Source: an optimization exercise on an open RTL-to-GDS flow (aim: small area). Production flows keep margins and buffers that such runs may drop. The RTL was checked by simulation tests, not by an equivalence proof against the original design. No activity file was given, so power comes from the tool's default toggle rates.

## watch
module watch
(
	input mclk,
	input b0,
	input b1,
	input b2,
	input reset,
	output [6:0] segMin1,
	output [6:0] segMin2,
	output [6:0] segSec1,
	output [6:0] segSec2,
	output [6:0] segmil1,
	output [6:0] segmil2,
	output [3:0] led
);
wire run;      
wire pe1;      
wire rst;      
wire runX;     
wire pe1X;     
wire pe2X;     
wire clr;      
buttonStateMachine bsm(.mclk(mclk), .b0(b0), .b1(b1), .b2(b2), .reset(reset),
	.run(run), .pe1(pe1), .rst(rst), .runX(runX), .pe1X(pe1X), .pe2X(pe2X), .clr(clr));
wire [22:0] t;    
timer gettimer(.mclk(mclk), .clr(clr), .run(runX), .pe1(pe1X), .t(t));
ledbar ledb(.mclk(mclk), .reset(rst), .run(run), .pe1(pe1), .led(led));
seg7Display seg(.mclk(mclk), .clr(clr), .run(runX), .pe2(pe2X), .t(t),
	.minHigh(segMin1), .minLow(segMin2), .secHigh(segSec1), .secLow(segSec2),
	.milHigh(segmil1), .milLow(segmil2));
endmodule
Size in the first run: ~51 I/O pins, roughly 0.0031 sq mm of cells after synthesis.
==> flow/config.mk <==
export PLATFORM = sky130hd
export DESIGN_NAME = watch
export DESIGN_NICKNAME = watch
export VERILOG_FILES = /design/flow/design.v
export SDC_FILE = /design/flow/constraint.sdc
export NUM_CORES = 4
export LEC_CHECK = 0
export CAP_MARGIN = 20
export CORE_MARGIN = 2
export CORE_UTILIZATION = 40
export SLEW_MARGIN = 20
==> flow/constraint.sdc <==
create_clock -name core_clock -period 12.0 [get_ports {mclk}]
set_input_delay 2.4000 -clock core_clock [delete_from_list [all_inputs] [get_ports {mclk}]]
set_output_delay 2.4000 -clock core_clock [all_outputs]
set_load 0.01 [all_outputs]
standard.sh (not shown) runs the stock make flow with config.mk's settings and CLKGATE_MAP_FILE= SYNTH_SCRIPT=/design/flow/synth_recipe.tcl, a recipe that flattens the netlist after the stock synthesis.
==> flow/flow/run.sh <==
#!/bin/bash
# The standard layout, with these changes:
#  - the combinational logic of the standard synthesis is mapped again by ABC
#    for area (the standard synthesis maps it for delay at a 12 ps target),
#    with several ABC runs of which the smallest result is kept; every
#    flip-flop of the standard synthesis is kept as it is, by name and cell
#    type;
#  - the smallest buffer (buf_1) on every input and output port;
#  - a clock tree of clkbuf_4 cells without dummy loads.
set -euo pipefail
PORTBUF="BUFFER_PORTS_ARGS=-buffer_cell sky130_fd_sc_hd__buf_1"
CTS="CTS_ARGS=-sink_clustering_enable -repair_clock_nets -dont_use_dummy_load -buf_list sky130_fd_sc_hd__clkbuf_4 -sink_clustering_size 8"
R=orfs/results/sky130hd/watch/base
LIB=$FLOW_HOME/platforms/sky130hd/lib/sky130_fd_sc_hd__tt_025C_1v80.lib

bash standard.sh "$PORTBUF" synth > standard_synth.log 2>&1

python3 flow/mkmodels.py $LIB cells_comb.v dont_use.txt > mkmodels.log 2>&1
cp $R/1_2_yosys.v 1_2_yosys_standard.v

remap() {  # remap NAME ABC-SCRIPT
  cat > remap_$1.ys <<EOS
read_verilog cells_comb.v
read_liberty -lib -ignore_redef $LIB
read_verilog 1_2_yosys_standard.v
hierarchy -top $FLOW_TOP
flatten
opt_clean -purge
techmap
opt -fast
abc -script $2 -liberty $LIB $(cat dont_use.txt)
opt_clean -purge
stat -liberty $LIB
write_verilog -noattr -noexpr remap_$1.v
EOS
  yosys -l remap_$1.log -s remap_$1.ys > /dev/null 2>&1 || true
}

printf 'strash\ndch -f\namap\n' > abc_amap.script
remap amap abc_amap.script &
for S in 1 2 3 4 5 6 7; do
  printf 'strash\n&get -n\n&deepsyn -T 20 -S %d\n&put\nstrash\ndc2\ndch -f\namap\n' $S > abc_deep$S.script
  remap deep$S abc_deep$S.script &
  if (( S % 4 == 3 )); then wait; fi
done
wait

best=""; bestarea=""
for log in remap_*.log; do
  n=${log#remap_}; n=${n%.log}
  a=$(grep "Chip area" $log | tail -1 | awk '{print $NF}')
  [[ -n "$a" && -s remap_$n.v ]] || continue
  echo "$n $a" >> remap_areas.txt
  if [[ -z "$best" ]] || python3 -c "import sys; sys.exit(0 if $a < $bestarea else 1)"; then best=$n; bestarea=$a; fi
done
echo "chosen: $best $bestarea" >> remap_areas.txt
cp remap_$best.v $R/1_2_yosys.v
touch $R/1_2_yosys.v

bash standard.sh "$PORTBUF" "$CTS" finish > standard_finish.log 2>&1
Other scripts of this flow, unchanged in this note and not shown: flow/flow/mkmodels.py
==> next run, changes <==
--- a/flow/flow/run.sh
+++ b/flow/flow/run.sh
@@ -10,5 +10,5 @@
 set -euo pipefail
 PORTBUF="BUFFER_PORTS_ARGS=-buffer_cell sky130_fd_sc_hd__buf_1"
-CTS="CTS_ARGS=-sink_clustering_enable -repair_clock_nets -dont_use_dummy_load -buf_list sky130_fd_sc_hd__clkbuf_4 -sink_clustering_size 8"
+CTS="CTS_ARGS=-sink_clustering_enable -repair_clock_nets -dont_use_dummy_load -buf_list sky130_fd_sc_hd__clkbuf_4 -sink_clustering_size 10"
 R=orfs/results/sky130hd/watch/base
 LIB=$FLOW_HOME/platforms/sky130hd/lib/sky130_fd_sc_hd__tt_025C_1v80.lib
@@ -39,6 +39,6 @@
 printf 'strash\ndch -f\namap\n' > abc_amap.script
 remap amap abc_amap.script &
-for S in 1 2 3 4 5 6 7; do
-  printf 'strash\n&get -n\n&deepsyn -T 20 -S %d\n&put\nstrash\ndc2\ndch -f\namap\n' $S > abc_deep$S.script
+for S in 1 2 3 4 5 6 7 8 9 10 11; do
+  printf 'strash\n&get -n\n&deepsyn -T 50 -S %d\n&put\nstrash\ndc2\ndch -f\namap\n' $S > abc_deep$S.script
   remap deep$S abc_deep$S.script &
   if (( S % 4 == 3 )); then wait; fi
=>
- design area decreases by about 0.7%
- setup slack improved by 0.19 ns
- cell count decreases by 1.4%
- sequential power hardly moves
- power decreases by 0.56%
==> next run, changes <==
--- a/flow/flow/run.sh
+++ b/flow/flow/run.sh
@@ -10,5 +10,5 @@
 set -euo pipefail
 PORTBUF="BUFFER_PORTS_ARGS=-buffer_cell sky130_fd_sc_hd__buf_1"
-CTS="CTS_ARGS=-sink_clustering_enable -repair_clock_nets -dont_use_dummy_load -buf_list sky130_fd_sc_hd__clkbuf_4 -sink_clustering_size 10"
+CTS="CTS_ARGS=-sink_clustering_enable -repair_clock_nets -dont_use_dummy_load -buf_list sky130_fd_sc_hd__clkbuf_4 -sink_clustering_size 12"
 R=orfs/results/sky130hd/watch/base
 LIB=$FLOW_HOME/platforms/sky130hd/lib/sky130_fd_sc_hd__tt_025C_1v80.lib
=>
- final cell count does not change
- design area stays the same
- routed wire length is unchanged
- flip-flop and latch count does not change
- count of clock-buffer cells in the layout does not change
==> next run, changes <==
--- a/flow/flow/run.sh
+++ b/flow/flow/run.sh
@@ -10,5 +10,5 @@
 set -euo pipefail
 PORTBUF="BUFFER_PORTS_ARGS=-buffer_cell sky130_fd_sc_hd__buf_1"
-CTS="CTS_ARGS=-sink_clustering_enable -repair_clock_nets -dont_use_dummy_load -buf_list sky130_fd_sc_hd__clkbuf_4 -sink_clustering_size 12"
+CTS="CTS_ARGS=-sink_clustering_enable -repair_clock_nets -dont_use_dummy_load -buf_list sky130_fd_sc_hd__clkbuf_4 -sink_clustering_size 8"
 R=orfs/results/sky130hd/watch/base
 LIB=$FLOW_HOME/platforms/sky130hd/lib/sky130_fd_sc_hd__tt_025C_1v80.lib
Via count does not change.
Power is unchanged.
Register-to-register slack barely changes.
First-iteration DRC count stays the same.
Utilization is unchanged.
Cell count stays the same.
==> next run, changes <==
--- a/flow/flow/run.sh
+++ b/flow/flow/run.sh
@@ -10,5 +10,5 @@
 set -euo pipefail
 PORTBUF="BUFFER_PORTS_ARGS=-buffer_cell sky130_fd_sc_hd__buf_1"
-CTS="CTS_ARGS=-sink_clustering_enable -repair_clock_nets -dont_use_dummy_load -buf_list sky130_fd_sc_hd__clkbuf_4 -sink_clustering_size 8"
+CTS="CTS_ARGS=-sink_clustering_enable -repair_clock_nets -dont_use_dummy_load -buf_list {sky130_fd_sc_hd__clkbuf_4 sky130_fd_sc_hd__clkbuf_8}"
 R=orfs/results/sky130hd/watch/base
 LIB=$FLOW_HOME/platforms/sky130hd/lib/sky130_fd_sc_hd__tt_025C_1v80.lib
@@ -39,6 +39,6 @@
 printf 'strash\ndch -f\namap\n' > abc_amap.script
 remap amap abc_amap.script &
-for S in 1 2 3 4 5 6 7 8 9 10 11; do
-  printf 'strash\n&get -n\n&deepsyn -T 50 -S %d\n&put\nstrash\ndc2\ndch -f\namap\n' $S > abc_deep$S.script
+for S in 1 2 3 4 5 6 7; do
+  printf 'strash\n&get -n\n&deepsyn -T 20 -S %d\n&put\nstrash\ndc2\ndch -f\namap\n' $S > abc_deep$S.script
   remap deep$S abc_deep$S.script &
   if (( S % 4 == 3 )); then wait; fi
Count of clock-buffer cells in the layout does not change.
Wire length is higher by 3.4%.
Power is higher by 9.6%.
Final cell count is higher by 1.4%.
Maximum frequency is lower by 1.4%.
Die area is higher by 0.67%.
Worst setup slack is worse by 0.087 ns.
Clock power is higher by 36%.
Sequential power stays flat.
==> next run, changes <==
--- a/flow/flow/run.sh
+++ b/flow/flow/run.sh
@@ -10,5 +10,5 @@
 set -euo pipefail
 PORTBUF="BUFFER_PORTS_ARGS=-buffer_cell sky130_fd_sc_hd__buf_1"
-CTS="CTS_ARGS=-sink_clustering_enable -repair_clock_nets -dont_use_dummy_load -buf_list {sky130_fd_sc_hd__clkbuf_4 sky130_fd_sc_hd__clkbuf_8}"
+CTS="CTS_ARGS=-sink_clustering_enable -repair_clock_nets -dont_use_dummy_load -buf_list sky130_fd_sc_hd__clkbuf_4 -sink_clustering_size 8"
 R=orfs/results/sky130hd/watch/base
 LIB=$FLOW_HOME/platforms/sky130hd/lib/sky130_fd_sc_hd__tt_025C_1v80.lib
@@ -39,5 +39,5 @@
 printf 'strash\ndch -f\namap\n' > abc_amap.script
 remap amap abc_amap.script &
-for S in 1 2 3 4 5 6 7; do
+for S in 1 2 3 4 5 6 7 8 9 10 11; do
   printf 'strash\n&get -n\n&deepsyn -T 20 -S %d\n&put\nstrash\ndc2\ndch -f\namap\n' $S > abc_deep$S.script
   remap deep$S abc_deep$S.script &
After rerunning: The new run passed the timing, design-rule and antenna checks. Routed wire length went down by 2.4%. Fmax went down by 0.55%. Utilization went up by 0.53 points. Worst hold slack improves by 0.0059 ns. Global-route usage went down by 0.52 points. Synthesized cell count went down by 1.5%. Cell area went down by 2.0%. Clock-buffer cell count stays the same. Total power went down by 8.2%.

-- what the ideal ports hide --
The results above use ideal ports. As a check the final layouts listed here were re-extracted and re-timed, cells and wires unchanged.
Step 1 sets driving cells, clkbuf_16 on the clock port and buf_2 on the other inputs (assumed; they add their load-dependent delay and slew).
Step 2, shift: input delay + t, output delay - t, t = (earliest + latest rising clock arrival at the registers) / 2. This alone moves slack from input paths to output paths.
Slacks: ideal ports / drivers / drivers and shift; pairs: ideal ports / drivers.
run | t, ns | setup WS [ns] | worst setup path at the end | clock arrival spread, ns | worst slew at a driven data input, ns
the first run | 0.419 | 5.661 / 5.635 / 6.054 | register to output | 0.022 / 0.022 | 0.03
the second run | 0.394 | 5.849 / 5.823 / 6.218 | register to output | 0.028 / 0.027 | 0.03
the third run | 0.394 | 5.849 / 5.823 / 6.218 | register to output | 0.028 / 0.027 | 0.03
the fourth run | 0.394 | 5.849 / 5.823 / 6.218 | register to output | 0.028 / 0.027 | 0.03
the fifth run | 0.360 | 5.762 / 5.734 / 6.095 | register to output | 0.013 / 0.013 | 0.03
the sixth run | 0.412 | 5.728 / 5.702 / 6.114 | register to output | 0.030 / 0.031 | 0.03
After both steps every run listed still meets setup and hold.
